What follows belongs to an exercise in optimizing a design on an open flow for small area; a production flow would make more cautious choices.
RTL that was checked went through simulation tests only; none was proved equivalent to the original.
No functional check of the RTL was part of run 1.
Power figures rest on the tool's default switching activity, not on a simulated workload.

## flow/design.v

```verilog
`timescale 1ns/1ns
module fir_filter (
    input clk,     
    input rst,     
    input signed  [16-1 : 0] input_sig,
    input ready,
    output signed [16-1 : 0] filtred_sig
);
reg [128*16-1 : 0] ring;
reg [6:0] cnt;         
reg [6:0] kidx;        
reg [7:0] ph;          
reg pending;
reg signed [16-1 : 0] stage;
reg [12:0] ncoef;      
reg [27:0] acc;
reg c7, c14, c21;
reg [16-1 : 0] res;
reg res_l, res_c14, res_c21;
wire accept = !rst && ready && (cnt == 7'd127);
wire [16-1 : 0] head = ring[16-1 : 0];
reg clr;               
wire [27:0] acc_sel = clr ? 28'd0 : acc;
wire csel7 = !clr && c7;
wire csel14 = !clr && c14;
wire csel21 = !clr && c21;
wire [6:0] kidx_n = rst ? 7'd1 : kidx + 7'd1 + {6'd0, accept};
wire pend = accept || pending;
wire ins_n = !rst && pend && (kidx_n == 7'd1);
wire pending_n = !rst && pend && !ins_n;
wire [16-1 : 0] stage_n = accept ? input_sig : stage;
wire [7:0] ph_n = rst ? 8'd129 : accept ? 8'd1 : (ph == 8'd129) ? ph : ph + 8'd1;
wire active_n = (ph_n != 8'd0) && (ph_n <= 8'd128);
wire [12:0] coef = ~ncoef;
wire [5:0] fidx_n = kidx_n[6] ? ~kidx_n[5:0] : kidx_n[5:0];
reg signed [12:0] fc;
always @(*) begin
    case (fidx_n)
    6'd0: fc = 13'sd1;
    6'd1: fc = 13'sd1;
    6'd2: fc = 13'sd1;
    6'd3: fc = 13'sd1;
    6'd4: fc = -13'sd1;
    6'd5: fc = -13'sd2;
    6'd6: fc = -13'sd4;
    6'd7: fc = -13'sd4;
    6'd8: fc = -13'sd2;
    6'd9: fc = 13'sd2;
    6'd10: fc = 13'sd6;
    6'd11: fc = 13'sd9;
    6'd12: fc = 13'sd8;
    6'd13: fc = 13'sd4;
    6'd14: fc = -13'sd4;
    6'd15: fc = -13'sd13;
    6'd16: fc = -13'sd18;
    6'd17: fc = -13'sd16;
    6'd18: fc = -13'sd7;
    6'd19: fc = 13'sd8;
    6'd20: fc = 13'sd23;
    6'd21: fc = 13'sd32;
    6'd22: fc = 13'sd29;
    6'd23: fc = 13'sd12;
    6'd24: fc = -13'sd14;
    6'd25: fc = -13'sd39;
    6'd26: fc = -13'sd54;
    6'd27: fc = -13'sd48;
    6'd28: fc = -13'sd20;
    6'd29: fc = 13'sd22;
    6'd30: fc = 13'sd63;
    6'd31: fc = 13'sd85;
    6'd32: fc = 13'sd75;
    6'd33: fc = 13'sd31;
    6'd34: fc = -13'sd34;
    6'd35: fc = -13'sd97;
    6'd36: fc = -13'sd131;
    6'd37: fc = -13'sd115;
    6'd38: fc = -13'sd48;
    6'd39: fc = 13'sd52;
    6'd40: fc = 13'sd147;
    6'd41: fc = 13'sd197;
    6'd42: fc = 13'sd173;
    6'd43: fc = 13'sd72;
    6'd44: fc = -13'sd78;
    6'd45: fc = -13'sd221;
    6'd46: fc = -13'sd298;
    6'd47: fc = -13'sd262;
    6'd48: fc = -13'sd109;
    6'd49: fc = 13'sd120;
    6'd50: fc = 13'sd344;
    6'd51: fc = 13'sd469;
    6'd52: fc = 13'sd421;
    6'd53: fc = 13'sd179;
    6'd54: fc = -13'sd201;
    6'd55: fc = -13'sd596;
    6'd56: fc = -13'sd846;
    6'd57: fc = -13'sd798;
    6'd58: fc = -13'sd364;
    6'd59: fc = 13'sd448;
    6'd60: fc = 13'sd1517;
    6'd61: fc = 13'sd2638;
    6'd62: fc = 13'sd3568;
    6'd63: fc = 13'sd4095;
    default: fc = 13'sd0;
    endcase
end
wire [14:0] pp0 = head[14:0] & {15{coef[0]}};
wire ppn0 = ~(head[15] & coef[0]);
wire [14:0] pp1 = head[14:0] & {15{coef[1]}};
wire ppn1 = ~(head[15] & coef[1]);
wire [14:0] pp2 = head[14:0] & {15{coef[2]}};
wire ppn2 = ~(head[15] & coef[2]);
wire [14:0] pp3 = head[14:0] & {15{coef[3]}};
wire ppn3 = ~(head[15] & coef[3]);
wire [14:0] pp4 = head[14:0] & {15{coef[4]}};
wire ppn4 = ~(head[15] & coef[4]);
wire [14:0] pp5 = head[14:0] & {15{coef[5]}};
wire ppn5 = ~(head[15] & coef[5]);
wire [14:0] pp6 = head[14:0] & {15{coef[6]}};
wire ppn6 = ~(head[15] & coef[6]);
wire [14:0] pp7 = head[14:0] & {15{coef[7]}};
wire ppn7 = ~(head[15] & coef[7]);
wire [14:0] pp8 = head[14:0] & {15{coef[8]}};
wire ppn8 = ~(head[15] & coef[8]);
wire [14:0] pp9 = head[14:0] & {15{coef[9]}};
wire ppn9 = ~(head[15] & coef[9]);
wire [14:0] pp10 = head[14:0] & {15{coef[10]}};
wire ppn10 = ~(head[15] & coef[10]);
wire [14:0] pp11 = head[14:0] & {15{coef[11]}};
wire ppn11 = ~(head[15] & coef[11]);
wire [14:0] pq = ~(head[14:0] & {15{coef[12]}});
wire pt = head[15] & coef[12];
wire k12 = ~acc_sel[12];
wire k15 = ~acc_sel[15];
wire hs0, hc0;
fir_ha u_hs0 (.a(k12), .b(pp0[12]), .s(hs0), .co(hc0));
wire fs0, fc0;
fir_fa u_fs0 (.a(acc_sel[12]), .b(acc_sel[13]), .c(pp0[13]), .s(fs0), .co(fc0));
wire hs1, hc1;
fir_ha u_hs1 (.a(pp1[12]), .b(pp2[11]), .s(hs1), .co(hc1));
wire fs1, fc1;
fir_fa u_fs1 (.a(acc_sel[14]), .b(pp0[14]), .c(pp1[13]), .s(fs1), .co(fc1));
wire hs2, hc2;
fir_ha u_hs2 (.a(pp2[12]), .b(pp3[11]), .s(hs2), .co(hc2));
wire fs2, fc2;
fir_fa u_fs2 (.a(k15), .b(ppn0), .c(pp1[14]), .s(fs2), .co(fc2));
wire hs3, hc3;
fir_ha u_hs3 (.a(pp2[13]), .b(pp3[12]), .s(hs3), .co(hc3));
wire fs3, fc3;
fir_fa u_fs3 (.a(acc_sel[15]), .b(acc_sel[16]), .c(ppn1), .s(fs3), .co(fc3));
wire hs4, hc4;
fir_ha u_hs4 (.a(pp2[14]), .b(pp3[13]), .s(hs4), .co(hc4));
wire hs5, hc5;
fir_ha u_hs5 (.a(acc_sel[17]), .b(ppn2), .s(hs5), .co(hc5));
wire hs6, hc6;
fir_ha u_hs6 (.a(acc_sel[8]), .b(pp0[8]), .s(hs6), .co(hc6));
wire fs4, fc4;
fir_fa u_fs4 (.a(acc_sel[9]), .b(pp0[9]), .c(pp1[8]), .s(fs4), .co(fc4));
wire hs7, hc7;
fir_ha u_hs7 (.a(pp2[7]), .b(pp3[6]), .s(hs7), .co(hc7));
wire fs5, fc5;
fir_fa u_fs5 (.a(acc_sel[10]), .b(pp0[10]), .c(pp1[9]), .s(fs5), .co(fc5));
wire fs6, fc6;
fir_fa u_fs6 (.a(pp2[8]), .b(pp3[7]), .c(pp4[6]), .s(fs6), .co(fc6));
wire hs8, hc8;
fir_ha u_hs8 (.a(pp5[5]), .b(pp6[4]), .s(hs8), .co(hc8));
wire fs7, fc7;
fir_fa u_fs7 (.a(acc_sel[11]), .b(pp0[11]), .c(pp1[10]), .s(fs7), .co(fc7));
wire fs8, fc8;
fir_fa u_fs8 (.a(pp2[9]), .b(pp3[8]), .c(pp4[7]), .s(fs8), .co(fc8));
wire fs9, fc9;
fir_fa u_fs9 (.a(pp5[6]), .b(pp6[5]), .c(pp7[4]), .s(fs9), .co(fc9));
wire hs9, hc9;
fir_ha u_hs9 (.a(pp8[3]), .b(pp9[2]), .s(hs9), .co(hc9));
wire fs10, fc10;
fir_fa u_fs10 (.a(pp1[11]), .b(pp2[10]), .c(pp3[9]), .s(fs10), .co(fc10));
wire fs11, fc11;
fir_fa u_fs11 (.a(pp4[8]), .b(pp5[7]), .c(pp6[6]), .s(fs11), .co(fc11));
wire fs12, fc12;
fir_fa u_fs12 (.a(pp7[5]), .b(pp8[4]), .c(pp9[3]), .s(fs12), .co(fc12));
wire fs13, fc13;
fir_fa u_fs13 (.a(pp10[2]), .b(pp11[1]), .c(pq[0]), .s(fs13), .co(fc13));
wire fs14, fc14;
fir_fa u_fs14 (.a(pp3[10]), .b(pp4[9]), .c(pp5[8]), .s(fs14), .co(fc14));
wire fs15, fc15;
fir_fa u_fs15 (.a(pp6[7]), .b(pp7[6]), .c(pp8[5]), .s(fs15), .co(fc15));
wire fs16, fc16;
fir_fa u_fs16 (.a(pp9[4]), .b(pp10[3]), .c(pp11[2]), .s(fs16), .co(fc16));
wire fs17, fc17;
fir_fa u_fs17 (.a(pq[1]), .b(hc0), .c(fs0), .s(fs17), .co(fc17));
wire fs18, fc18;
fir_fa u_fs18 (.a(pp4[10]), .b(pp5[9]), .c(pp6[8]), .s(fs18), .co(fc18));
wire fs19, fc19;
fir_fa u_fs19 (.a(pp7[7]), .b(pp8[6]), .c(pp9[5]), .s(fs19), .co(fc19));
wire fs20, fc20;
fir_fa u_fs20 (.a(pp10[4]), .b(pp11[3]), .c(pq[2]), .s(fs20), .co(fc20));
wire fs21, fc21;
fir_fa u_fs21 (.a(fc0), .b(hc1), .c(fs1), .s(fs21), .co(fc21));
wire fs22, fc22;
fir_fa u_fs22 (.a(pp4[11]), .b(pp5[10]), .c(pp6[9]), .s(fs22), .co(fc22));
wire fs23, fc23;
fir_fa u_fs23 (.a(pp7[8]), .b(pp8[7]), .c(pp9[6]), .s(fs23), .co(fc23));
wire fs24, fc24;
fir_fa u_fs24 (.a(pp10[5]), .b(pp11[4]), .c(pq[3]), .s(fs24), .co(fc24));
wire fs25, fc25;
fir_fa u_fs25 (.a(fc1), .b(hc2), .c(fs2), .s(fs25), .co(fc25));
wire fs26, fc26;
fir_fa u_fs26 (.a(pp4[12]), .b(pp5[11]), .c(pp6[10]), .s(fs26), .co(fc26));
wire fs27, fc27;
fir_fa u_fs27 (.a(pp7[9]), .b(pp8[8]), .c(pp9[7]), .s(fs27), .co(fc27));
wire fs28, fc28;
fir_fa u_fs28 (.a(pp10[6]), .b(pp11[5]), .c(pq[4]), .s(fs28), .co(fc28));
wire fs29, fc29;
fir_fa u_fs29 (.a(fc2), .b(hc3), .c(fs3), .s(fs29), .co(fc29));
wire fs30, fc30;
fir_fa u_fs30 (.a(pp3[14]), .b(pp4[13]), .c(pp5[12]), .s(fs30), .co(fc30));
wire fs31, fc31;
fir_fa u_fs31 (.a(pp6[11]), .b(pp7[10]), .c(pp8[9]), .s(fs31), .co(fc31));
wire fs32, fc32;
fir_fa u_fs32 (.a(pp9[8]), .b(pp10[7]), .c(pp11[6]), .s(fs32), .co(fc32));
wire fs33, fc33;
fir_fa u_fs33 (.a(pq[5]), .b(fc3), .c(hc4), .s(fs33), .co(fc33));
wire fs34, fc34;
fir_fa u_fs34 (.a(acc_sel[18]), .b(ppn3), .c(pp4[14]), .s(fs34), .co(fc34));
wire fs35, fc35;
fir_fa u_fs35 (.a(pp5[13]), .b(pp6[12]), .c(pp7[11]), .s(fs35), .co(fc35));
wire fs36, fc36;
fir_fa u_fs36 (.a(pp8[10]), .b(pp9[9]), .c(pp10[8]), .s(fs36), .co(fc36));
wire hs10, hc10;
fir_ha u_hs10 (.a(pp11[7]), .b(pq[6]), .s(hs10), .co(hc10));
wire fs37, fc37;
fir_fa u_fs37 (.a(acc_sel[19]), .b(ppn4), .c(pp5[14]), .s(fs37), .co(fc37));
wire fs38, fc38;
fir_fa u_fs38 (.a(pp6[13]), .b(pp7[12]), .c(pp8[11]), .s(fs38), .co(fc38));
wire hs11, hc11;
fir_ha u_hs11 (.a(pp9[10]), .b(pp10[9]), .s(hs11), .co(hc11));
wire fs39, fc39;
fir_fa u_fs39 (.a(acc_sel[20]), .b(ppn5), .c(pp6[14]), .s(fs39), .co(fc39));
wire hs12, hc12;
fir_ha u_hs12 (.a(pp7[13]), .b(pp8[12]), .s(hs12), .co(hc12));
wire hs13, hc13;
fir_ha u_hs13 (.a(acc_sel[21]), .b(ppn6), .s(hs13), .co(hc13));
wire hs14, hc14;
fir_ha u_hs14 (.a(acc_sel[5]), .b(pp0[5]), .s(hs14), .co(hc14));
wire fs40, fc40;
fir_fa u_fs40 (.a(acc_sel[6]), .b(pp0[6]), .c(pp1[5]), .s(fs40), .co(fc40));
wire hs15, hc15;
fir_ha u_hs15 (.a(pp2[4]), .b(pp3[3]), .s(hs15), .co(hc15));
wire fs41, fc41;
fir_fa u_fs41 (.a(acc_sel[7]), .b(pp0[7]), .c(pp1[6]), .s(fs41), .co(fc41));
wire fs42, fc42;
fir_fa u_fs42 (.a(pp2[5]), .b(pp3[4]), .c(pp4[3]), .s(fs42), .co(fc42));
wire hs16, hc16;
fir_ha u_hs16 (.a(pp5[2]), .b(pp6[1]), .s(hs16), .co(hc16));
wire fs43, fc43;
fir_fa u_fs43 (.a(pp1[7]), .b(pp2[6]), .c(pp3[5]), .s(fs43), .co(fc43));
wire fs44, fc44;
fir_fa u_fs44 (.a(pp4[4]), .b(pp5[3]), .c(pp6[2]), .s(fs44), .co(fc44));
wire fs45, fc45;
fir_fa u_fs45 (.a(pp7[1]), .b(pp8[0]), .c(hs6), .s(fs45), .co(fc45));
wire fs46, fc46;
fir_fa u_fs46 (.a(pp4[5]), .b(pp5[4]), .c(pp6[3]), .s(fs46), .co(fc46));
wire fs47, fc47;
fir_fa u_fs47 (.a(pp7[2]), .b(pp8[1]), .c(pp9[0]), .s(fs47), .co(fc47));
wire fs48, fc48;
fir_fa u_fs48 (.a(hc6), .b(fs4), .c(hs7), .s(fs48), .co(fc48));
wire fs49, fc49;
fir_fa u_fs49 (.a(pp7[3]), .b(pp8[2]), .c(pp9[1]), .s(fs49), .co(fc49));
wire fs50, fc50;
fir_fa u_fs50 (.a(pp10[0]), .b(fc4), .c(hc7), .s(fs50), .co(fc50));
wire fs51, fc51;
fir_fa u_fs51 (.a(fs5), .b(fs6), .c(hs8), .s(fs51), .co(fc51));
wire fs52, fc52;
fir_fa u_fs52 (.a(pp10[1]), .b(pp11[0]), .c(fc5), .s(fs52), .co(fc52));
wire fs53, fc53;
fir_fa u_fs53 (.a(fc6), .b(hc8), .c(fs7), .s(fs53), .co(fc53));
wire fs54, fc54;
fir_fa u_fs54 (.a(fs8), .b(fs9), .c(hs9), .s(fs54), .co(fc54));
wire fs55, fc55;
fir_fa u_fs55 (.a(fc7), .b(fc8), .c(fc9), .s(fs55), .co(fc55));
wire fs56, fc56;
fir_fa u_fs56 (.a(hc9), .b(fs10), .c(fs11), .s(fs56), .co(fc56));
wire fs57, fc57;
fir_fa u_fs57 (.a(fs12), .b(fs13), .c(hs0), .s(fs57), .co(fc57));
wire fs58, fc58;
fir_fa u_fs58 (.a(fc10), .b(fc11), .c(fc12), .s(fs58), .co(fc58));
wire fs59, fc59;
fir_fa u_fs59 (.a(fc13), .b(fs14), .c(fs15), .s(fs59), .co(fc59));
wire fs60, fc60;
fir_fa u_fs60 (.a(fs16), .b(hs1), .c(fs17), .s(fs60), .co(fc60));
wire fs61, fc61;
fir_fa u_fs61 (.a(fc14), .b(fc15), .c(fc16), .s(fs61), .co(fc61));
wire fs62, fc62;
fir_fa u_fs62 (.a(fs18), .b(fs19), .c(fs20), .s(fs62), .co(fc62));
wire fs63, fc63;
fir_fa u_fs63 (.a(hs2), .b(fc17), .c(fs21), .s(fs63), .co(fc63));
wire fs64, fc64;
fir_fa u_fs64 (.a(fc18), .b(fc19), .c(fc20), .s(fs64), .co(fc64));
wire fs65, fc65;
fir_fa u_fs65 (.a(fs22), .b(fs23), .c(fs24), .s(fs65), .co(fc65));
wire fs66, fc66;
fir_fa u_fs66 (.a(hs3), .b(fc21), .c(fs25), .s(fs66), .co(fc66));
wire fs67, fc67;
fir_fa u_fs67 (.a(fc22), .b(fc23), .c(fc24), .s(fs67), .co(fc67));
wire fs68, fc68;
fir_fa u_fs68 (.a(fs26), .b(fs27), .c(fs28), .s(fs68), .co(fc68));
wire fs69, fc69;
fir_fa u_fs69 (.a(hs4), .b(fc25), .c(fs29), .s(fs69), .co(fc69));
wire fs70, fc70;
fir_fa u_fs70 (.a(fc26), .b(fc27), .c(fc28), .s(fs70), .co(fc70));
wire fs71, fc71;
fir_fa u_fs71 (.a(fs30), .b(fs31), .c(fs32), .s(fs71), .co(fc71));
wire fs72, fc72;
fir_fa u_fs72 (.a(hs5), .b(fc29), .c(fs33), .s(fs72), .co(fc72));
wire fs73, fc73;
fir_fa u_fs73 (.a(fc30), .b(fc31), .c(fc32), .s(fs73), .co(fc73));
wire fs74, fc74;
fir_fa u_fs74 (.a(fs34), .b(fs35), .c(fs36), .s(fs74), .co(fc74));
wire fs75, fc75;
fir_fa u_fs75 (.a(hs10), .b(hc5), .c(fc33), .s(fs75), .co(fc75));
wire fs76, fc76;
fir_fa u_fs76 (.a(pp11[8]), .b(pq[7]), .c(fc34), .s(fs76), .co(fc76));
wire fs77, fc77;
fir_fa u_fs77 (.a(fc35), .b(fc36), .c(hc10), .s(fs77), .co(fc77));
wire fs78, fc78;
fir_fa u_fs78 (.a(fs37), .b(fs38), .c(hs11), .s(fs78), .co(fc78));
wire fs79, fc79;
fir_fa u_fs79 (.a(pp9[11]), .b(pp10[10]), .c(pp11[9]), .s(fs79), .co(fc79));
wire fs80, fc80;
fir_fa u_fs80 (.a(pq[8]), .b(fc37), .c(fc38), .s(fs80), .co(fc80));
wire fs81, fc81;
fir_fa u_fs81 (.a(hc11), .b(fs39), .c(hs12), .s(fs81), .co(fc81));
wire fs82, fc82;
fir_fa u_fs82 (.a(pp7[14]), .b(pp8[13]), .c(pp9[12]), .s(fs82), .co(fc82));
wire fs83, fc83;
fir_fa u_fs83 (.a(pp10[11]), .b(pp11[10]), .c(pq[9]), .s(fs83), .co(fc83));
wire fs84, fc84;
fir_fa u_fs84 (.a(fc39), .b(hc12), .c(hs13), .s(fs84), .co(fc84));
wire fs85, fc85;
fir_fa u_fs85 (.a(acc_sel[22]), .b(ppn7), .c(pp8[14]), .s(fs85), .co(fc85));
wire fs86, fc86;
fir_fa u_fs86 (.a(pp9[13]), .b(pp10[12]), .c(pp11[11]), .s(fs86), .co(fc86));
wire hs17, hc17;
fir_ha u_hs17 (.a(pq[10]), .b(hc13), .s(hs17), .co(hc17));
wire fs87, fc87;
fir_fa u_fs87 (.a(acc_sel[23]), .b(ppn8), .c(pp9[14]), .s(fs87), .co(fc87));
wire hs18, hc18;
fir_ha u_hs18 (.a(pp10[13]), .b(pp11[12]), .s(hs18), .co(hc18));
wire hs19, hc19;
fir_ha u_hs19 (.a(acc_sel[24]), .b(ppn9), .s(hs19), .co(hc19));
wire hs20, hc20;
fir_ha u_hs20 (.a(acc_sel[3]), .b(pp0[3]), .s(hs20), .co(hc20));
wire fs88, fc88;
fir_fa u_fs88 (.a(acc_sel[4]), .b(pp0[4]), .c(pp1[3]), .s(fs88), .co(fc88));
wire hs21, hc21;
fir_ha u_hs21 (.a(pp2[2]), .b(pp3[1]), .s(hs21), .co(hc21));
wire fs89, fc89;
fir_fa u_fs89 (.a(pp1[4]), .b(pp2[3]), .c(pp3[2]), .s(fs89), .co(fc89));
wire fs90, fc90;
fir_fa u_fs90 (.a(pp4[1]), .b(pp5[0]), .c(hs14), .s(fs90), .co(fc90));
wire fs91, fc91;
fir_fa u_fs91 (.a(pp4[2]), .b(pp5[1]), .c(pp6[0]), .s(fs91), .co(fc91));
wire fs92, fc92;
fir_fa u_fs92 (.a(hc14), .b(fs40), .c(hs15), .s(fs92), .co(fc92));
wire fs93, fc93;
fir_fa u_fs93 (.a(pp7[0]), .b(fc40), .c(hc15), .s(fs93), .co(fc93));
wire fs94, fc94;
fir_fa u_fs94 (.a(fs41), .b(fs42), .c(hs16), .s(fs94), .co(fc94));
wire fs95, fc95;
fir_fa u_fs95 (.a(fc41), .b(fc42), .c(hc16), .s(fs95), .co(fc95));
wire fs96, fc96;
fir_fa u_fs96 (.a(fs43), .b(fs44), .c(fs45), .s(fs96), .co(fc96));
wire fs97, fc97;
fir_fa u_fs97 (.a(fc43), .b(fc44), .c(fs46), .s(fs97), .co(fc97));
wire fs98, fc98;
fir_fa u_fs98 (.a(fs47), .b(fc45), .c(fs48), .s(fs98), .co(fc98));
wire fs99, fc99;
fir_fa u_fs99 (.a(fc46), .b(fc47), .c(fs49), .s(fs99), .co(fc99));
wire fs100, fc100;
fir_fa u_fs100 (.a(fc48), .b(fs50), .c(fs51), .s(fs100), .co(fc100));
wire fs101, fc101;
fir_fa u_fs101 (.a(fc49), .b(fc50), .c(fc51), .s(fs101), .co(fc101));
wire fs102, fc102;
fir_fa u_fs102 (.a(fs52), .b(fs53), .c(fs54), .s(fs102), .co(fc102));
wire fs103, fc103;
fir_fa u_fs103 (.a(fc52), .b(fc53), .c(fc54), .s(fs103), .co(fc103));
wire fs104, fc104;
fir_fa u_fs104 (.a(fs55), .b(fs56), .c(fs57), .s(fs104), .co(fc104));
wire fs105, fc105;
fir_fa u_fs105 (.a(fc55), .b(fc56), .c(fc57), .s(fs105), .co(fc105));
wire fs106, fc106;
fir_fa u_fs106 (.a(fs58), .b(fs59), .c(fs60), .s(fs106), .co(fc106));
wire fs107, fc107;
fir_fa u_fs107 (.a(fc58), .b(fc59), .c(fs61), .s(fs107), .co(fc107));
wire fs108, fc108;
fir_fa u_fs108 (.a(fs62), .b(fc60), .c(fs63), .s(fs108), .co(fc108));
wire fs109, fc109;
fir_fa u_fs109 (.a(fc61), .b(fc62), .c(fs64), .s(fs109), .co(fc109));
wire fs110, fc110;
fir_fa u_fs110 (.a(fs65), .b(fc63), .c(fs66), .s(fs110), .co(fc110));
wire fs111, fc111;
fir_fa u_fs111 (.a(fc64), .b(fc65), .c(fs67), .s(fs111), .co(fc111));
wire fs112, fc112;
fir_fa u_fs112 (.a(fs68), .b(fc66), .c(fs69), .s(fs112), .co(fc112));
wire fs113, fc113;
fir_fa u_fs113 (.a(fc67), .b(fc68), .c(fs70), .s(fs113), .co(fc113));
wire fs114, fc114;
fir_fa u_fs114 (.a(fs71), .b(fc69), .c(fs72), .s(fs114), .co(fc114));
wire fs115, fc115;
fir_fa u_fs115 (.a(fc70), .b(fc71), .c(fs73), .s(fs115), .co(fc115));
wire fs116, fc116;
fir_fa u_fs116 (.a(fs74), .b(fc72), .c(fs75), .s(fs116), .co(fc116));
wire fs117, fc117;
fir_fa u_fs117 (.a(fc73), .b(fc74), .c(fs76), .s(fs117), .co(fc117));
wire fs118, fc118;
fir_fa u_fs118 (.a(fs77), .b(fs78), .c(fc75), .s(fs118), .co(fc118));
wire fs119, fc119;
fir_fa u_fs119 (.a(fs79), .b(fc76), .c(fc77), .s(fs119), .co(fc119));
wire fs120, fc120;
fir_fa u_fs120 (.a(fc78), .b(fs80), .c(fs81), .s(fs120), .co(fc120));
wire fs121, fc121;
fir_fa u_fs121 (.a(fc79), .b(fs82), .c(fs83), .s(fs121), .co(fc121));
wire fs122, fc122;
fir_fa u_fs122 (.a(fc80), .b(fc81), .c(fs84), .s(fs122), .co(fc122));
wire fs123, fc123;
fir_fa u_fs123 (.a(fc82), .b(fc83), .c(fs85), .s(fs123), .co(fc123));
wire fs124, fc124;
fir_fa u_fs124 (.a(fs86), .b(fc84), .c(hs17), .s(fs124), .co(fc124));
wire fs125, fc125;
fir_fa u_fs125 (.a(pq[11]), .b(fc85), .c(fc86), .s(fs125), .co(fc125));
wire fs126, fc126;
fir_fa u_fs126 (.a(fs87), .b(hs18), .c(hc17), .s(fs126), .co(fc126));
wire fs127, fc127;
fir_fa u_fs127 (.a(pp10[14]), .b(pp11[13]), .c(pq[12]), .s(fs127), .co(fc127));
wire fs128, fc128;
fir_fa u_fs128 (.a(fc87), .b(hc18), .c(hs19), .s(fs128), .co(fc128));
wire fs129, fc129;
fir_fa u_fs129 (.a(acc_sel[25]), .b(ppn10), .c(pp11[14]), .s(fs129), .co(fc129));
wire hs22, hc22;
fir_ha u_hs22 (.a(pq[13]), .b(hc19), .s(hs22), .co(hc22));
wire hs23, hc23;
fir_ha u_hs23 (.a(acc_sel[26]), .b(ppn11), .s(hs23), .co(hc23));
wire hs24, hc24;
fir_ha u_hs24 (.a(acc_sel[2]), .b(pp0[2]), .s(hs24), .co(hc24));
wire fs130, fc130;
fir_fa u_fs130 (.a(pp1[2]), .b(pp2[1]), .c(pp3[0]), .s(fs130), .co(fc130));
wire fs131, fc131;
fir_fa u_fs131 (.a(pp4[0]), .b(hc20), .c(fs88), .s(fs131), .co(fc131));
wire fs132, fc132;
fir_fa u_fs132 (.a(fc88), .b(hc21), .c(fs89), .s(fs132), .co(fc132));
wire fs133, fc133;
fir_fa u_fs133 (.a(fc89), .b(fs91), .c(fc90), .s(fs133), .co(fc133));
wire fs134, fc134;
fir_fa u_fs134 (.a(fc91), .b(fc92), .c(fs93), .s(fs134), .co(fc134));
wire fs135, fc135;
fir_fa u_fs135 (.a(fc93), .b(fc94), .c(fs95), .s(fs135), .co(fc135));
wire fs136, fc136;
fir_fa u_fs136 (.a(fc95), .b(fs97), .c(fc96), .s(fs136), .co(fc136));
wire fs137, fc137;
fir_fa u_fs137 (.a(fc97), .b(fs99), .c(fc98), .s(fs137), .co(fc137));
wire fs138, fc138;
fir_fa u_fs138 (.a(fc99), .b(fc100), .c(fs101), .s(fs138), .co(fc138));
wire fs139, fc139;
fir_fa u_fs139 (.a(fc101), .b(fc102), .c(fs103), .s(fs139), .co(fc139));
wire fs140, fc140;
fir_fa u_fs140 (.a(fc103), .b(fc104), .c(fs105), .s(fs140), .co(fc140));
wire fs141, fc141;
fir_fa u_fs141 (.a(fc105), .b(fs107), .c(fc106), .s(fs141), .co(fc141));
wire fs142, fc142;
fir_fa u_fs142 (.a(fc107), .b(fs109), .c(fc108), .s(fs142), .co(fc142));
wire fs143, fc143;
fir_fa u_fs143 (.a(fc109), .b(fs111), .c(fc110), .s(fs143), .co(fc143));
wire fs144, fc144;
fir_fa u_fs144 (.a(fc111), .b(fs113), .c(fc112), .s(fs144), .co(fc144));
wire fs145, fc145;
fir_fa u_fs145 (.a(fc113), .b(fs115), .c(fc114), .s(fs145), .co(fc145));
wire fs146, fc146;
fir_fa u_fs146 (.a(fc115), .b(fs117), .c(fc116), .s(fs146), .co(fc146));
wire fs147, fc147;
fir_fa u_fs147 (.a(fc117), .b(fs119), .c(fs120), .s(fs147), .co(fc147));
wire fs148, fc148;
fir_fa u_fs148 (.a(fs121), .b(fc119), .c(fc120), .s(fs148), .co(fc148));
wire fs149, fc149;
fir_fa u_fs149 (.a(fc121), .b(fs123), .c(fc122), .s(fs149), .co(fc149));
wire fs150, fc150;
fir_fa u_fs150 (.a(fc123), .b(fs125), .c(fc124), .s(fs150), .co(fc150));
wire fs151, fc151;
fir_fa u_fs151 (.a(fs127), .b(fc125), .c(fs128), .s(fs151), .co(fc151));
wire fs152, fc152;
fir_fa u_fs152 (.a(fc127), .b(fs129), .c(fc128), .s(fs152), .co(fc152));
wire fs153, fc153;
fir_fa u_fs153 (.a(pq[14]), .b(fc129), .c(hs23), .s(fs153), .co(fc153));
wire hs25, hc25;
fir_ha u_hs25 (.a(acc_sel[27]), .b(pt), .s(hs25), .co(hc25));
wire hs26, hc26;
fir_ha u_hs26 (.a(acc_sel[1]), .b(pp0[1]), .s(hs26), .co(hc26));
wire fs154, fc154;
fir_fa u_fs154 (.a(pp1[1]), .b(pp2[0]), .c(hs24), .s(fs154), .co(fc154));
wire fs155, fc155;
fir_fa u_fs155 (.a(hc24), .b(fs130), .c(hs20), .s(fs155), .co(fc155));
wire fs156, fc156;
fir_fa u_fs156 (.a(fc130), .b(hs21), .c(fs131), .s(fs156), .co(fc156));
wire fs157, fc157;
fir_fa u_fs157 (.a(fc131), .b(fs132), .c(fs90), .s(fs157), .co(fc157));
wire fs158, fc158;
fir_fa u_fs158 (.a(fc132), .b(fs92), .c(fs133), .s(fs158), .co(fc158));
wire fs159, fc159;
fir_fa u_fs159 (.a(fs94), .b(fc133), .c(fs134), .s(fs159), .co(fc159));
wire fs160, fc160;
fir_fa u_fs160 (.a(fc134), .b(fs135), .c(fs96), .s(fs160), .co(fc160));
wire fs161, fc161;
fir_fa u_fs161 (.a(fc135), .b(fs98), .c(fs136), .s(fs161), .co(fc161));
wire fs162, fc162;
fir_fa u_fs162 (.a(fs100), .b(fc136), .c(fs137), .s(fs162), .co(fc162));
wire fs163, fc163;
fir_fa u_fs163 (.a(fs102), .b(fc137), .c(fs138), .s(fs163), .co(fc163));
wire fs164, fc164;
fir_fa u_fs164 (.a(fs104), .b(fc138), .c(fs139), .s(fs164), .co(fc164));
wire fs165, fc165;
fir_fa u_fs165 (.a(fc139), .b(fs140), .c(fs106), .s(fs165), .co(fc165));
wire fs166, fc166;
fir_fa u_fs166 (.a(fc140), .b(fs108), .c(fs141), .s(fs166), .co(fc166));
wire fs167, fc167;
fir_fa u_fs167 (.a(fs110), .b(fc141), .c(fs142), .s(fs167), .co(fc167));
wire fs168, fc168;
fir_fa u_fs168 (.a(fs112), .b(fc142), .c(fs143), .s(fs168), .co(fc168));
wire fs169, fc169;
fir_fa u_fs169 (.a(fs114), .b(fc143), .c(fs144), .s(fs169), .co(fc169));
wire fs170, fc170;
fir_fa u_fs170 (.a(fs116), .b(fc144), .c(fs145), .s(fs170), .co(fc170));
wire fs171, fc171;
fir_fa u_fs171 (.a(fs118), .b(fc145), .c(fs146), .s(fs171), .co(fc171));
wire fs172, fc172;
fir_fa u_fs172 (.a(fs147), .b(fc118), .c(fc146), .s(fs172), .co(fc172));
wire fs173, fc173;
fir_fa u_fs173 (.a(fs122), .b(fc147), .c(fs148), .s(fs173), .co(fc173));
wire fs174, fc174;
fir_fa u_fs174 (.a(fs124), .b(fc148), .c(fs149), .s(fs174), .co(fc174));
wire fs175, fc175;
fir_fa u_fs175 (.a(fs126), .b(fc149), .c(fs150), .s(fs175), .co(fc175));
wire fs176, fc176;
fir_fa u_fs176 (.a(fs151), .b(fc126), .c(fc150), .s(fs176), .co(fc176));
wire fs177, fc177;
fir_fa u_fs177 (.a(hs22), .b(fc151), .c(fs152), .s(fs177), .co(fc177));
wire fs178, fc178;
fir_fa u_fs178 (.a(fs153), .b(hc22), .c(fc152), .s(fs178), .co(fc178));
wire fs179, fc179;
fir_fa u_fs179 (.a(hs25), .b(hc23), .c(fc153), .s(fs179), .co(fc179));
wire hs27, hc27;
fir_ha u_hs27 (.a(acc_sel[0]), .b(pp0[0]), .s(hs27), .co(hc27));
wire fs180, fc180;
fir_fa u_fs180 (.a(hs26), .b(pp1[0]), .c(hc27), .s(fs180), .co(fc180));
wire fs181, fc181;
fir_fa u_fs181 (.a(hc26), .b(fs154), .c(fc180), .s(fs181), .co(fc181));
wire fs182, fc182;
fir_fa u_fs182 (.a(fc154), .b(fs155), .c(fc181), .s(fs182), .co(fc182));
wire fs183, fc183;
fir_fa u_fs183 (.a(fc155), .b(fs156), .c(fc182), .s(fs183), .co(fc183));
wire fs184, fc184;
fir_fa u_fs184 (.a(fc156), .b(fs157), .c(fc183), .s(fs184), .co(fc184));
wire fs185, fc185;
fir_fa u_fs185 (.a(fc157), .b(fs158), .c(fc184), .s(fs185), .co(fc185));
wire cout7 = fc185;
wire fs186, fc186;
fir_fa u_fs186 (.a(fc158), .b(fs159), .c(csel7), .s(fs186), .co(fc186));
wire fs187, fc187;
fir_fa u_fs187 (.a(fc159), .b(fs160), .c(fc186), .s(fs187), .co(fc187));
wire fs188, fc188;
fir_fa u_fs188 (.a(fc160), .b(fs161), .c(fc187), .s(fs188), .co(fc188));
wire fs189, fc189;
fir_fa u_fs189 (.a(fc161), .b(fs162), .c(fc188), .s(fs189), .co(fc189));
wire fs190, fc190;
fir_fa u_fs190 (.a(fc162), .b(fs163), .c(fc189), .s(fs190), .co(fc190));
wire fs191, fc191;
fir_fa u_fs191 (.a(fc163), .b(fs164), .c(fc190), .s(fs191), .co(fc191));
wire fs192, fc192;
fir_fa u_fs192 (.a(fc164), .b(fs165), .c(fc191), .s(fs192), .co(fc192));
wire cout14 = fc192;
wire fs193, fc193;
fir_fa u_fs193 (.a(fc165), .b(fs166), .c(csel14), .s(fs193), .co(fc193));
wire fs194, fc194;
fir_fa u_fs194 (.a(fc166), .b(fs167), .c(fc193), .s(fs194), .co(fc194));
wire fs195, fc195;
fir_fa u_fs195 (.a(fc167), .b(fs168), .c(fc194), .s(fs195), .co(fc195));
wire fs196, fc196;
fir_fa u_fs196 (.a(fc168), .b(fs169), .c(fc195), .s(fs196), .co(fc196));
wire fs197, fc197;
fir_fa u_fs197 (.a(fc169), .b(fs170), .c(fc196), .s(fs197), .co(fc197));
wire fs198, fc198;
fir_fa u_fs198 (.a(fc170), .b(fs171), .c(fc197), .s(fs198), .co(fc198));
wire fs199, fc199;
fir_fa u_fs199 (.a(fc171), .b(fs172), .c(fc198), .s(fs199), .co(fc199));
wire cout21 = fc199;
wire fs200, fc200;
fir_fa u_fs200 (.a(fc172), .b(fs173), .c(csel21), .s(fs200), .co(fc200));
wire fs201, fc201;
fir_fa u_fs201 (.a(fc173), .b(fs174), .c(fc200), .s(fs201), .co(fc201));
wire fs202, fc202;
fir_fa u_fs202 (.a(fc174), .b(fs175), .c(fc201), .s(fs202), .co(fc202));
wire fs203, fc203;
fir_fa u_fs203 (.a(fc175), .b(fs176), .c(fc202), .s(fs203), .co(fc203));
wire fs204, fc204;
fir_fa u_fs204 (.a(fc176), .b(fs177), .c(fc203), .s(fs204), .co(fc204));
wire fs205, fc205;
fir_fa u_fs205 (.a(fc177), .b(fs178), .c(fc204), .s(fs205), .co(fc205));
wire fs206, fc206;
fir_fa u_fs206 (.a(fc178), .b(fs179), .c(fc205), .s(fs206), .co(fc206));
wire [27:0] sum = {fs206, fs205, fs204, fs203, fs202, fs201, fs200, fs199, fs198, fs197, fs196, fs195, fs194, fs193, fs192, fs191, fs190, fs189, fs188, fs187, fs186, fs185, fs184, fs183, fs182, fs181, fs180, hs27};
always @(posedge clk) begin
    ring <= {head, ring[128*16-1 : 2*16], ins_n ? stage_n : ring[2*16-1 : 16]};
    acc <= sum;
    c7 <= cout7;
    c14 <= cout14;
    c21 <= cout21;
    ncoef <= (active_n && kidx_n != 7'd124 && kidx_n != 7'd125) ? ~fc : 13'h1fff;
    kidx <= kidx_n;
    ph <= ph_n;
    clr <= accept;
    pending <= pending_n;
    stage <= stage_n;
    if (rst)
        cnt <= 7'd127;
    else if (ready)
        cnt <= cnt + 7'd1;
    if (accept) begin
        res <= sum[27:12];
        res_c14 <= cout14;
        res_c21 <= cout21;
        res_l <= cout7 && (sum[11:7] == 5'h1f);
    end
end
wire os0 = res[0] ^ res_l;
wire oc0 = res[0] & res_l;
wire os1 = res[1] ^ oc0;
wire oc1 = res[1] & oc0;
wire os2 = res[2] ^ res_c14 ^ oc1;
wire oc2 = (res[2] & res_c14) | (oc1 & (res[2] ^ res_c14));
wire os3 = res[3] ^ oc2;
wire oc3 = res[3] & oc2;
wire os4 = res[4] ^ oc3;
wire oc4 = res[4] & oc3;
wire os5 = res[5] ^ oc4;
wire oc5 = res[5] & oc4;
wire os6 = res[6] ^ oc5;
wire oc6 = res[6] & oc5;
wire os7 = res[7] ^ oc6;
wire oc7 = res[7] & oc6;
wire os8 = res[8] ^ oc7;
wire oc8 = res[8] & oc7;
wire os9 = res[9] ^ res_c21 ^ oc8;
wire oc9 = (res[9] & res_c21) | (oc8 & (res[9] ^ res_c21));
wire os10 = res[10] ^ oc9;
wire oc10 = res[10] & oc9;
wire os11 = res[11] ^ oc10;
wire oc11 = res[11] & oc10;
wire os12 = res[12] ^ oc11;
wire oc12 = res[12] & oc11;
wire os13 = res[13] ^ oc12;
wire oc13 = res[13] & oc12;
wire os14 = res[14] ^ oc13;
wire oc14 = res[14] & oc13;
wire os15 = res[15] ^ oc14;
wire oc15 = res[15] & oc14;
assign filtred_sig = {os15, os14, os13, os12, os11, os10, os9, os8, os7, os6, os5, os4, os3, os2, os1, os0};
endmodule
module fir_fa (input a, input b, input c, output s, output co);
assign s = a ^ b ^ c;
assign co = (a & b) | (c & (a ^ b));
endmodule
module fir_ha (input a, input b, output s, output co);
assign s = a ^ b;
assign co = a & b;
endmodule
```

## flow/flow/run.sh

```bash
#!/bin/bash
set -e
cd "$(dirname "$0")/.."
cp standard.sh standard_sh_copy.txt
export CTS_ARGS="$(cat flow/cts_args.txt)"
export BUFFER_PORTS_ARGS="$(cat flow/buffer_ports_args.txt)"
{ echo "CTS_ARGS=$CTS_ARGS"; echo "BUFFER_PORTS_ARGS=$BUFFER_PORTS_ARGS"; } > flow_settings.log
export REMOVE_ABC_BUFFERS=1
echo "REMOVE_ABC_BUFFERS=1" >> flow_settings.log
bash standard.sh > standard.log 2>&1
```

## flow/flow/buffer_ports_args.txt

```
-buffer_cell sky130_fd_sc_hd__buf_1
```

## flow/flow/cts_args.txt

```
-sink_clustering_enable -repair_clock_nets -sink_buffer_max_cap_derate 1.0 -dont_use_dummy_load -buf_list sky130_fd_sc_hd__clkbuf_4 -sink_clustering_size 11 -sink_clustering_max_diameter 40
```

## flow/standard.sh

```bash
#!/bin/bash
# synth_recipe.tcl (not shown) runs the flow's synth.tcl, then flattens the netlist and writes it again
# the make line also repeats each setting of config.mk as NAME=value (left out here)
make -C /OpenROAD-flow-scripts/flow DESIGN_CONFIG=/design/flow/config.mk WORK_HOME=/design/flow/orfs CLKGATE_MAP_FILE= SYNTH_SCRIPT=/design/flow/synth_recipe.tcl "${@:-finish}"
```

## flow/config.mk

```make
export PLATFORM = sky130hd
export DESIGN_NAME = fir_filter
export DESIGN_NICKNAME = fir_filter
export VERILOG_FILES = /design/flow/design.v
export SDC_FILE = /design/flow/constraint.sdc
export NUM_CORES = 4
export LEC_CHECK = 0
export ABC_AREA = 1
export CAP_MARGIN = 20
export CORE_MARGIN = 2
export CORE_UTILIZATION = 55
export GPL_TIMING_DRIVEN = 0
export SLEW_MARGIN = 20
export SYNTH_HIERARCHICAL = 1
export SYNTH_MINIMUM_KEEP_SIZE = 0
```

## flow/constraint.sdc

```tcl
create_clock -name core_clock -period 8.0 [get_ports {clk}]
set_input_delay 1.6000 -clock core_clock [delete_from_list [all_inputs] [get_ports {clk}]]
set_output_delay 1.6000 -clock core_clock [all_outputs]
set_load 0.01 [all_outputs]
```

==> flow_summary.html, run 1 <==
<table>
<tr><th>Metric</th><th>Value</th></tr>
<tr><th colspan="2">Placement</th></tr>
<tr><td>Port Buf Inserts</td><td>34</td></tr>
<tr><td>Detailed-placement wirelength estimate</td><td>slightly above 40000 um</td></tr>
<tr><td>Weighted congestion at the end of routability-driven global placement</td><td>between 0.7 and 0.8</td></tr>
<tr><th colspan="2">Yosys</th></tr>
<tr><td>Area share of the largest cell type after synthesis</td><td>0.8238</td></tr>
<tr><td>FF+latch count, synth</td><td>2151</td></tr>
<tr><td>Mapped Cells</td><td>3238</td></tr>
<tr><td>Post-synth design cell area</td><td>a little over 50000 sq um</td></tr>
<tr><td>Number of distinct standard cells referenced by the synthesized netlist</td><td>37</td></tr>
<tr><td>Share of synthesized area occupied by flip-flops and latches</td><td>0.8348</td></tr>
<tr><td>Top cells by area, synth</td><td>dfxtp_1 (82%), fa_1 (8.1%), nor2_1 (1.7%)</td></tr>
<tr><td>Primary flip-flop cell chosen by synthesis mapping</td><td>dfxtp_1</td></tr>
<tr><td>Cell accounting for the most synthesized area</td><td>dfxtp_1</td></tr>
<tr><td>Number of synthesized flops with an enable pin</td><td>19</td></tr>
<tr><td>Post-synthesis average cell area</td><td>16.00 sq um</td></tr>
<tr><td>Async SR Flop Fraction</td><td>0</td></tr>
<tr><td>Number of synthesis warnings</td><td>7</td></tr>
<tr><th colspan="2">Power</th></tr>
<tr><td>Reg power frac</td><td>0.548</td></tr>
<tr><td>Leakage power summed over all cells</td><td>22.99 nW</td></tr>
<tr><td>Net switching share of the total power</td><td>0.2866</td></tr>
<tr><td>Proportion of power drawn by the clock network</td><td>0.188</td></tr>
<tr><td>Ratio of total power to cell area</td><td>397.9 nW/um^2</td></tr>
<tr><td>Logic gate share of total power</td><td>0.264</td></tr>
<tr><td>Worst vdd ir</td><td>a little over 0.7 mV</td></tr>
<tr><td>Total internal power</td><td>around 16 mW</td></tr>
<tr><td>P_sw</td><td>roughly 6.3 mW</td></tr>
<tr><th colspan="2">Setup path</th></tr>
<tr><td>Critical path capture point type</td><td>register</td></tr>
<tr><td>Signal arrival time at the worst endpoint</td><td>7.84 ns</td></tr>
<tr><td>Cell with the largest stage delay on the worst path</td><td>dfxtp_2</td></tr>
<tr><td>Peak per-stage delay on the critical path</td><td>0.79 ns</td></tr>
<tr><td>Crit Path Class</td><td>register to register</td></tr>
<tr><td>Req. time, crit path</td><td>about 8.7 ns</td></tr>
<tr><td>Element type at the critical path start</td><td>register</td></tr>
<tr><td>Maximum fanout along the worst path</td><td>30</td></tr>
<tr><td>Cell Chain, Critical Path</td><td>inv_1 -&gt; nand2_1 -&gt; inv_1 -&gt; fa_1 -&gt; fa_1 -&gt; fa_1 -&gt; fa_1 -&gt; fa_1 -&gt; fa_1 -&gt; fa_1 -&gt; fa_1 -&gt; fa_1 -&gt; fa_1 -&gt; fa_1 -&gt; fa_1 -&gt; fa_1</td></tr>
<tr><td>Cell with the most instances on the worst path</td><td>fa_1</td></tr>
<tr><th colspan="2">Drt</th></tr>
<tr><td>First-pass iteration count of the detailed router</td><td>5</td></tr>
<tr><td>DR DRC count</td><td>0</td></tr>
<tr><td>Routed via count divided by cell count</td><td>~4.4</td></tr>
<tr><td>DRT iter0 DRCs</td><td>~1000</td></tr>
<tr><td>Final routed wirelength across all metal layers</td><td>between 60000 and 70000 um</td></tr>
<tr><td>Average wire per standard cell</td><td>14.57 um</td></tr>
<tr><td>Detail Route Antenna Nets</td><td>0</td></tr>
<tr><td>Total vias in the final route</td><td>20740</td></tr>
<tr><th colspan="2">Min path</th></tr>
<tr><td>Hold Crit Class</td><td>register to register</td></tr>
<tr><th colspan="2">Cells and area</th></tr>
<tr><td>Share of the core filled with cells</td><td>0.5872</td></tr>
<tr><td>Synth-to-Final Area Change</td><td>5.786%</td></tr>
<tr><td>Filler cells</td><td>7284</td></tr>
<tr><td>Final net count</td><td>between 3000 and 4000</td></tr>
<tr><td>Fraction of final layout cells sized beyond drive strength 1</td><td>0.08204</td></tr>
<tr><th colspan="2">GRT</th></tr>
<tr><td>Grt met3 use</td><td>0.04079</td></tr>
<tr><td>GR peak layer</td><td>met2</td></tr>
<tr><td>Initial antenna violation count</td><td>2</td></tr>
<tr><td>Via count of the first global-routing pass</td><td>around 22000</td></tr>
<tr><td>Maximum number of pins on one net before global-route repair</td><td>38</td></tr>
<tr><td>Global routing usage on met2</td><td>0.2194</td></tr>
<tr><td>Remaining global-route overflow</td><td>0</td></tr>
<tr><td>Wire length of the first global-routing pass</td><td>114300 um</td></tr>
<tr><td>GRT Overall Usage</td><td>0.1489</td></tr>
<tr><td>Met1 Track Usage GR</td><td>0.2086</td></tr>
<tr><th colspan="2">Clock tree</th></tr>
<tr><td>Post-CTS resize count</td><td>0</td></tr>
<tr><td>Register clock-pin slew on the reported worst setup and hold paths</td><td>0.11 ns</td></tr>
<tr><td>Number of buffers added for setup after CTS</td><td>0</td></tr>
<tr><td>Clock sink total</td><td>2151</td></tr>
<tr><td>TritonCTS clock tree</td><td>built</td></tr>
<tr><td>Number of clock buffers inserted by TritonCTS</td><td>220</td></tr>
<tr><td>Hold_buf cts</td><td>0</td></tr>
<tr><td>H-tree depth reported by CTS</td><td>4</td></tr>
<tr><td>Clock Path Buffers</td><td>3</td></tr>
<tr><td>Clock latency at the later pin of the worst-skew pair</td><td>roughly 1.1 ns</td></tr>
<tr><td>Root buffer selected by CTS</td><td>clkbuf_4</td></tr>
<tr><th colspan="2">Floorplan</th></tr>
<tr><td>Core outline area</td><td>93330 sq um</td></tr>
<tr><td>Count of pins on the block boundary</td><td>35</td></tr>
<tr><td>Number of placement rows</td><td>roughly 110</td></tr>
<tr><td>Chip Width</td><td>just over 300 um</td></tr>
<tr><td>Vertical die dimension</td><td>310.9 um</td></tr>
<tr><td>Initial Utilization</td><td>0.5551</td></tr>
<tr><td>Die Area</td><td>about 97000 sq um</td></tr>
<tr><th colspan="2">Timing</th></tr>
<tr><td>Setup TNS after final layout</td><td>0 ns</td></tr>
<tr><td>Portion of the clock cycle consumed by the worst path in the final layout</td><td>0.8948</td></tr>
<tr><td>Worst clock skew</td><td>between 0.1 and 0.15 ns</td></tr>
<tr><td>Final critical path time including I/O delays and setup</td><td>roughly 7.2 ns</td></tr>
<tr><td>Highest clock frequency the design can meet</td><td>139.7 MHz</td></tr>
<tr><td>Worst Tran Pin Value</td><td>approximately 0.99 ns</td></tr>
<tr><td>Total of endpoints with negative setup slack in the final report</td><td>0</td></tr>
<tr><td>Pins Over Slew Limit</td><td>0</td></tr>
<tr><td>Unrepaired setup endpoints after global routing</td><td>no</td></tr>
<tr><td>Slew HR</td><td>0.3326</td></tr>
<tr><td>Count of endpoints failing hold in the final timing report</td><td>0</td></tr>
<tr><th colspan="2">Outcome</th></tr>
<tr><td>Result of the run</td><td>no timing/DRC/antenna violations</td></tr>
<tr><th colspan="2">Flow run</th></tr>
<tr><td>Number of violations of the max-capacitance limit</td><td>0</td></tr>
</table>
## final timing paths
path,to,cells past startpoint,slack (ns),start
max,res[8]$_DFFE_PP_,16,0.84,clr$_DFF_P_
min,ring[2017]$_DFF_P_,0,0.26,ring[2033]$_DFF_P_
max reg2reg,res[8]$_DFFE_PP_,16,0.84,clr$_DFF_P_
min reg2reg,ring[2017]$_DFF_P_,0,0.26,ring[2033]$_DFF_P_
## metal layers
| layer | vias up | wire length [um] |
|---|---|---|
| li1 | 10250 | - |
| met4 | 0 | 1759 |
| met3 | 152 | 3529 |
| met5 | - | 0 |
| met1 | 9940 | 33560 |
| met2 | 398 | 29380 |
## synthesized netlist by cell type (3+ instances only)
cell,count
a21oi_1,12
buf_2,10
buf_4,21
buf_6,4
clkbuf_1,33
dfxtp_1,2132
edfxtp_1,19
fa_1,209
ha_1,53
inv_1,104
inv_2,7
nand2_1,230
nand2_2,12
nand2_4,7
nand3_1,68
nand3_2,3
nand4_1,10
nor2_1,236
nor2_2,3
nor2_4,3
nor3_1,3
o211ai_1,3
o21ai_0,9
o21ai_1,18
or2_2,12
xor2_1,4
## power by group through the flow
stage          clock network [mW]  logic [mW]  registers, mW
2_1_floorplan                   0        3.93           12.1
3_3_place_gp                    0        5.97           12.2
3_5_place_dp                    0        5.84           12.2
4_1_cts                      4.36        6.01           12.0
5_1_grt                      4.78        6.71           12.0
6_report                     4.11        5.76           11.9
## critical path: cells and delay by family (launching register included)
family                     cells  cell delay, ns
DFF                            1            0.79
buffers and inverters          2            0.18
and+or+nand+nor                1            0.12
adders and majority gates     13            5.74
## Yosys stat by module, one instance, submodules excluded
module,cells inside,area (sq um),flops+latches
fir_ha,1,12.51,0
fir_fa,1,20.02,0
fir_filter,3003,47310,2151
## stage by stage
stage          cells  instance area [sq um]  setup slack [ns]  power [mW]  hold slack, ns
3_3_place_gp    4457                  53120            0.2465       18.15          0.3101
6_report        4683                  54810            0.8418       21.81          0.2563
5_1_grt         4682                  54800            0.5513       23.49          0.2582
4_1_cts         4679                  54800            0.7262       22.33          0.2432
3_5_place_dp    4459                  53140            0.7681       18.03          0.3121
2_1_floorplan   3169                  51430             1.242       16.01          0.3096
## placed cells by master, fill, tap and decap left out, drive strengths merged
master and instances:
nor2 243, ha 53, nor3 5, xor2 5
a21oi 13, buf 36, diode 4, nand3 73
or2 12, xnor2 1, fa 209, nand4 10
nor4 1, o211ai 3, nor3b 1, clkbuf 220
inv 111, dfxtp 2132, nand2 249, o21ai 28
o21bai 1, edfxtp 19
## final cells by class
| cell class | count | area (sq um) | area share |
|---|---|---|---|
| Antenna cell | 4 | 10.01 | 0.0001826 |
| Tap cell | 1254 | 1569 | 0.02863 |
| Inverter | 111 | 416.7 | 0.007602 |
| Sequential cell | 2151 | 43250 | 0.7892 |
| Timing Repair Buffer | 36 | 146.4 | 0.002671 |
| Clock buffer | 220 | 1652 | 0.03013 |
| Multi-Input combinational cell | 907 | 7760 | 0.1416 |
## flip-flops by register name, summed over array words and instances, names as in the netlist
name / cells
pending: 1
stage: 16
res: 16
ph: 8
c14: 1
c7: 1
clr: 1
acc: 28
res_c21: 1
kidx: 7
cnt: 7
ncoef: 13
res_l: 1
ring: 2048
res_c14: 1
c21: 1
## cells by family after synthesis
group | count (synthesis) | synth area share
adder cells (fa/ha/maj) | 262 | 0.09356
XOR/XNOR | 6 | 0.001377
flip-flops | 2151 | 0.8348
buffers and inverters | 180 | 0.01538
AND/OR/NAND/NOR | 594 | 0.04994
AO/OA/AOI/OAI | 45 | 0.004903
==> run 2: changes to the inputs <==
--- a/flow/design.v
+++ b/flow/design.v
@@ -20,5 +20,5 @@
 wire accept = !rst && ready && (cnt == 7'd127);
 wire [16-1 : 0] head = ring[16-1 : 0];
-reg clr;               
+wire clr = (ph == 8'd1);
 wire [27:0] acc_sel = clr ? 28'd0 : acc;
 wire csel7 = !clr && c7;
@@ -615,5 +615,4 @@
     kidx <= kidx_n;
     ph <= ph_n;
-    clr <= accept;
     pending <= pending_n;
     stage <= stage_n;
==> run 2 against run 1 <==
Fmax is 6.5% lower. Cell count is 0.21% higher. Area after synthesis is 0.20% lower. Clock skew is 0.014 ns higher. Global-route usage is 0.60 points higher. Register-to-register slack worse by 0.50 ns. Sequential share of layout area hardly changed. Count of clock-buffer cells in the layout is 4 higher. Combinational power is 19% higher. Synthesized cell count hardly changed. Total power is 5.6% higher. Worst setup slack worse by 0.50 ns.
==> flow_summary.html, run 2 <==
<table>
<tr><th>Metric</th><th>Value</th></tr>
<tr><th colspan="2">Outcome</th></tr>
<tr><td>Result of the run</td><td>no timing/DRC/antenna violations</td></tr>
<tr><th colspan="2">Drt</th></tr>
<tr><td>Average wire per standard cell</td><td>15.18 um (+4.2%)</td></tr>
<tr><td>DRT iter0 DRCs</td><td>967 (-1.8%)</td></tr>
<tr><td>Total vias in the final route</td><td>20770 (+0.17%)</td></tr>
<tr><td>DR DRC count</td><td>0 (unchanged)</td></tr>
<tr><td>Routed via count divided by cell count</td><td>4.426 (about the same)</td></tr>
<tr><td>Detail Route Antenna Nets</td><td>0 (unchanged)</td></tr>
<tr><td>Final routed wirelength across all metal layers</td><td>71250 um (+4.4%)</td></tr>
<tr><td>First-pass iteration count of the detailed router</td><td>6 (+1)</td></tr>
<tr><th colspan="2">Floorplan</th></tr>
<tr><td>Vertical die dimension</td><td>310.6 um (about the same)</td></tr>
<tr><td>Chip Width</td><td>310.6 um (about the same)</td></tr>
<tr><td>Initial Utilization</td><td>0.5549 (about the same)</td></tr>
<tr><td>Core outline area</td><td>93190 sq um (-0.15%)</td></tr>
<tr><td>Die Area</td><td>96480 sq um (-0.19%)</td></tr>
<tr><td>Count of pins on the block boundary</td><td>35 (unchanged)</td></tr>
<tr><td>Number of placement rows</td><td>112 (unchanged)</td></tr>
<tr><th colspan="2">Timing</th></tr>
<tr><td>Final worst setup slack</td><td>0.3448 ns (-0.4971 ns)</td></tr>
<tr><td>Total of endpoints with negative setup slack in the final report</td><td>0 (unchanged)</td></tr>
<tr><td>Worst Tran Pin Value</td><td>1.064 ns (+0.06959 ns)</td></tr>
<tr><td>Worst clock skew</td><td>0.1257 ns (+0.01352 ns)</td></tr>
<tr><td>Pins Over Slew Limit</td><td>0 (unchanged)</td></tr>
<tr><td>Highest clock frequency the design can meet</td><td>130.6 MHz (-6.5%)</td></tr>
<tr><td>Count of endpoints failing hold in the final timing report</td><td>0 (unchanged)</td></tr>
<tr><td>Slew HR</td><td>0.2897 (-0.04291)</td></tr>
<tr><td>Portion of the clock cycle consumed by the worst path in the final layout</td><td>0.9569 (+0.06213)</td></tr>
<tr><td>Final critical path time including I/O delays and setup</td><td>7.655 ns (+0.4971 ns)</td></tr>
<tr><td>Unrepaired setup endpoints after global routing</td><td>no</td></tr>
<tr><th colspan="2">Yosys</th></tr>
<tr><td>Number of synthesis warnings</td><td>7 (unchanged)</td></tr>
<tr><td>Number of distinct standard cells referenced by the synthesized netlist</td><td>37 (unchanged)</td></tr>
<tr><td>Post-synthesis average cell area</td><td>15.95 sq um (-0.29%)</td></tr>
<tr><td>Number of synthesized flops with an enable pin</td><td>19 (unchanged)</td></tr>
<tr><td>Cell accounting for the most synthesized area</td><td>dfxtp_1</td></tr>
<tr><td>Most numerous cell types in the synthesized netlist</td><td>dfxtp_1 (2131), nor2_1 (245), nand2_1 (231), fa_1 (209), inv_1 (108)</td></tr>
<tr><td>Most used standard cell by instance count after synthesis</td><td>dfxtp_1</td></tr>
<tr><td>Async SR Flop Fraction</td><td>0 (unchanged)</td></tr>
<tr><td>FF+latch count, synth</td><td>2150 (-0.046%)</td></tr>
<tr><td>Post-synth design cell area</td><td>51710 sq um (-0.20%)</td></tr>
<tr><td>Share of synthesized area occupied by flip-flops and latches</td><td>0.8361 (+0.001249)</td></tr>
<tr><td>Area share of the largest cell type after synthesis</td><td>0.8250 (+0.001228)</td></tr>
<tr><td>Primary flip-flop cell chosen by synthesis mapping</td><td>dfxtp_1</td></tr>
<tr><td>Top cells by area, synth</td><td>dfxtp_1 (83%), fa_1 (8.1%), nor2_1 (1.8%)</td></tr>
<tr><td>Mapped Cells</td><td>3241 (+0.093%)</td></tr>
<tr><th colspan="2">Cells and area</th></tr>
<tr><td>Final instance area</td><td>54790 sq um (about the same)</td></tr>
<tr><td>Share of the core filled with cells</td><td>0.5879 (+0.0007080)</td></tr>
<tr><td>Filler cells</td><td>7141 (-2.0%)</td></tr>
<tr><td>Most frequent cells in the layout</td><td>dfxtp_1 (2131), nor2_1 (245), nand2_1 (231), clkbuf_4 (224), fa_1 (209)</td></tr>
<tr><td>Top flop regs</td><td>ring x2048, acc x28</td></tr>
<tr><td>Fraction of final layout cells sized beyond drive strength 1</td><td>0.07916 (-0.002882)</td></tr>
<tr><td>Final net count</td><td>3719 (+0.30%)</td></tr>
<tr><td>Synth-to-Final Area Change</td><td>5.962%</td></tr>
<tr><td>Most flop-heavy register</td><td>ring</td></tr>
<tr><td>Most common library cell in the layout ignoring fill and taps</td><td>dfxtp_1</td></tr>
<tr><td>Flip-flop count of the largest register after layout</td><td>2048 (unchanged)</td></tr>
<tr><th colspan="2">Setup path</th></tr>
<tr><td>Critical path capture point type</td><td>register</td></tr>
<tr><td>Peak per-stage delay on the critical path</td><td>0.56 ns (-0.23 ns)</td></tr>
<tr><td>Req. time, crit path</td><td>8.70 ns (+0.02 ns)</td></tr>
<tr><td>Maximum fanout along the worst path</td><td>18 (-40%)</td></tr>
<tr><td>Signal arrival time at the worst endpoint</td><td>8.36 ns (+0.52 ns)</td></tr>
<tr><td>Cell Chain, Critical Path</td><td>ha_1 -&gt; nand2_1 -&gt; nor2_1 -&gt; and3_4 -&gt; buf_16 -&gt; inv_1 -&gt; nand2_1 -&gt; inv_1 -&gt; fa_1 -&gt; fa_1 -&gt; fa_1 -&gt; fa_1 -&gt; fa_1 -&gt; fa_1 -&gt; fa_1 -&gt; fa_1 -&gt; fa_1 -&gt; fa_1 -&gt; fa_1 -&gt; fa_1 -&gt; fa_1</td></tr>
<tr><td>Crit Path Class</td><td>register to register</td></tr>
<tr><td>Element type at the critical path start</td><td>register</td></tr>
<tr><td>Cell with the most instances on the worst path</td><td>fa_1</td></tr>
<tr><td>Cell with the largest stage delay on the worst path</td><td>fa_1</td></tr>
<tr><th colspan="2">Clock tree</th></tr>
<tr><td>Number of clock buffers inserted by TritonCTS</td><td>224 (+1.8%)</td></tr>
<tr><td>Register clock-pin slew on the reported worst setup and hold paths</td><td>0.10 ns (about the same)</td></tr>
<tr><td>Clock latency at the later pin of the worst-skew pair</td><td>1.06 ns (about the same)</td></tr>
<tr><td>H-tree depth reported by CTS</td><td>4 (unchanged)</td></tr>
<tr><td>Root buffer selected by CTS</td><td>clkbuf_4</td></tr>
<tr><td>Hold_buf cts</td><td>0 (unchanged)</td></tr>
<tr><td>Clock sink total</td><td>2150 (-0.046%)</td></tr>
<tr><td>Clock Path Buffers</td><td>3 (unchanged)</td></tr>
<tr><td>TritonCTS clock tree</td><td>built</td></tr>
<tr><th colspan="2">Placement</th></tr>
<tr><td>Port Buf Inserts</td><td>34 (unchanged)</td></tr>
<tr><td>Weighted congestion at the end of routability-driven global placement</td><td>0.7555 (-3.3%)</td></tr>
<tr><td>Setup slack after placement</td><td>-0.05076 ns (-0.8189 ns)</td></tr>
<tr><td>Dpl cell area</td><td>53090 sq um (-0.10%)</td></tr>
<tr><td>Detailed-placement wirelength estimate</td><td>43170 um (+5.5%)</td></tr>
<tr><th colspan="2">GRT</th></tr>
<tr><td>GR peak layer</td><td>met2</td></tr>
<tr><td>Remaining global-route overflow</td><td>0 (unchanged)</td></tr>
<tr><td>Via count of the first global-routing pass</td><td>22440 (+0.92%)</td></tr>
<tr><td>Initial antenna violation count</td><td>2 (unchanged)</td></tr>
<tr><td>Grt met3 use</td><td>0.03946 (-0.001333)</td></tr>
<tr><td>Maximum number of pins on one net before global-route repair</td><td>27 (-29%)</td></tr>
<tr><td>GRT Overall Usage</td><td>0.1549 (+0.005988)</td></tr>
<tr><td>Global routing usage on met2</td><td>0.2282 (+0.008827)</td></tr>
<tr><td>Met1 Track Usage GR</td><td>0.2201 (+0.01155)</td></tr>
<tr><td>Wire length of the first global-routing pass</td><td>117800 um (+3.1%)</td></tr>
<tr><th colspan="2">Power</th></tr>
<tr><td>Total power consumption of the routed design</td><td>23.04 mW (+5.6%)</td></tr>
<tr><td>Worst vdd ir</td><td>0.9531 mV (+35%)</td></tr>
<tr><td>Leakage power summed over all cells</td><td>23.00 nW (about the same)</td></tr>
<tr><td>Ratio of total power to cell area</td><td>420.5 nW/um^2 (+5.7%)</td></tr>
<tr><th colspan="2">Flow run</th></tr>
<tr><td>Number of violations of the max-capacitance limit</td><td>0 (unchanged)</td></tr>
<tr><th colspan="2">Min path</th></tr>
<tr><td>Hold Crit Class</td><td>register to register</td></tr>
</table>
## run 2: cell count changes in the layout (fill, tap and decap cells not counted), sizes merged, moves of 2 or more
cell,delta
buf,+3
clkbuf,+4
nand3,+2
nand2,-3
o211ai,-2
nor2,+6
nor3,-3
xor2,+2
## run 2: area by class of cell
type,instances,area [sq um],area share
tap,1254,1569,0.02864
antenna,3,7.507,0.0001370
clock buffer,224,1682,0.03069
inverter,111,419.2,0.007650
multi-input combinational,912,7692,0.1404
timing repair buffer,39,188.9,0.003448
sequential,2150,43230,0.7890
## run 2: final timing paths
path	end	start	slack, ns	cells past startpoint
setup / recovery	res[8]$_DFFE_PP_	ph[0]$_DFF_P_	0.34	21
hold reg to reg	ring[1890]$_DFF_P_	ring[1906]$_DFF_P_	0.25	0
setup reg to reg	res[8]$_DFFE_PP_	ph[0]$_DFF_P_	0.34	21
hold / removal	ring[1890]$_DFF_P_	ring[1906]$_DFF_P_	0.25	0
## run 2: per-module statistics from Yosys, one instance, submodules excluded
module      times used  cells  flops+latches
fir_fa             207      1              0
fir_ha              28      1              0
fir_filter           1   3006           2150
## run 2: logic make-up (layout without fill, tap and decap cells)
kind of cell | after synthesis | in the layout | synth area share
flip-flops | 2150 | 2150 | 0.8361
AND/OR/NAND/NOR | 598 | 598 | 0.04861
adder cells (fa/ha/maj) | 262 | 262 | 0.09374
AO/OA/AOI/OAI | 44 | 44 | 0.004816
other | 0 | 3 | 0
buffers and inverters | 179 | 374 | 0.01524
XOR/XNOR | 8 | 8 | 0.001500
## run 2: what timing repair did
item | in CTS | in global routing
setup buffers | 0 | 1
resized for setup | 1 | 0
pin swaps | 0 | 1
endpoints found under the setup margin | 1 | 2
## run 2: per-stage QoR
stage,hold slack (ns),setup TNS [ns],instances
detailed placement,0.3121,-0.05076,4465
finish,0.2520,0,4693
floorplan,0.3096,0,3173
global route,0.2283,0,4692
global placement,0.3099,-3.671,4461
CTS,0.2351,0,4689
## run 2: layer usage
metal	vias up	routed length, um
met5	-	0
met4	0	1926
met3	155	3403
met2	406	30710
met1	9938	35210
li1	10270	-
## run 2: power by group
part	total (mW)	leakage [nW]	switching, mW	internal [mW]
logic	6.88	4.53	3.88	3.01
clock network	4.13	1.03	2.85	1.28
registers	12.0	17.4	0.221	11.8
total	23.0	23.0	6.95	16.1
## run 2: critical path: cells and delay by family, from the launching register on
kind / cells / cell delay, ns
and+or+nand+nor: 4 / 0.65
adders and majority gates: 14 / 5.96
DFF: 1 / 0.42
buffers and inverters: 3 / 0.30

static timing again, ports no longer ideal:
No port has a modelled driver above. Below, the same layouts with a new extraction and two added sets of constraints. Step 1 sets driving cells, clkbuf_16 on the clock port and buf_2 on the other inputs (assumed; they add their load-dependent delay and slew). Step 2 moves the port delays by t, midway between the first and last clock arrival at a register: inputs arrive t later, outputs are due t later. That takes back most of the time a late clock gives input paths. Three values: ideal, step 1, step 2; two values: the first two.
run	t, ns	setup WS [ns]	worst setup path after step 2	latest minus earliest clock arrival (ns)
run 1	1.058	0.842 / 0.842 / 0.842	register to register	0.115 / 0.115
run 2	1.059	0.345 / 0.345 / 0.345	register to register	0.132 / 0.131
After both steps every run listed still meets setup and hold.
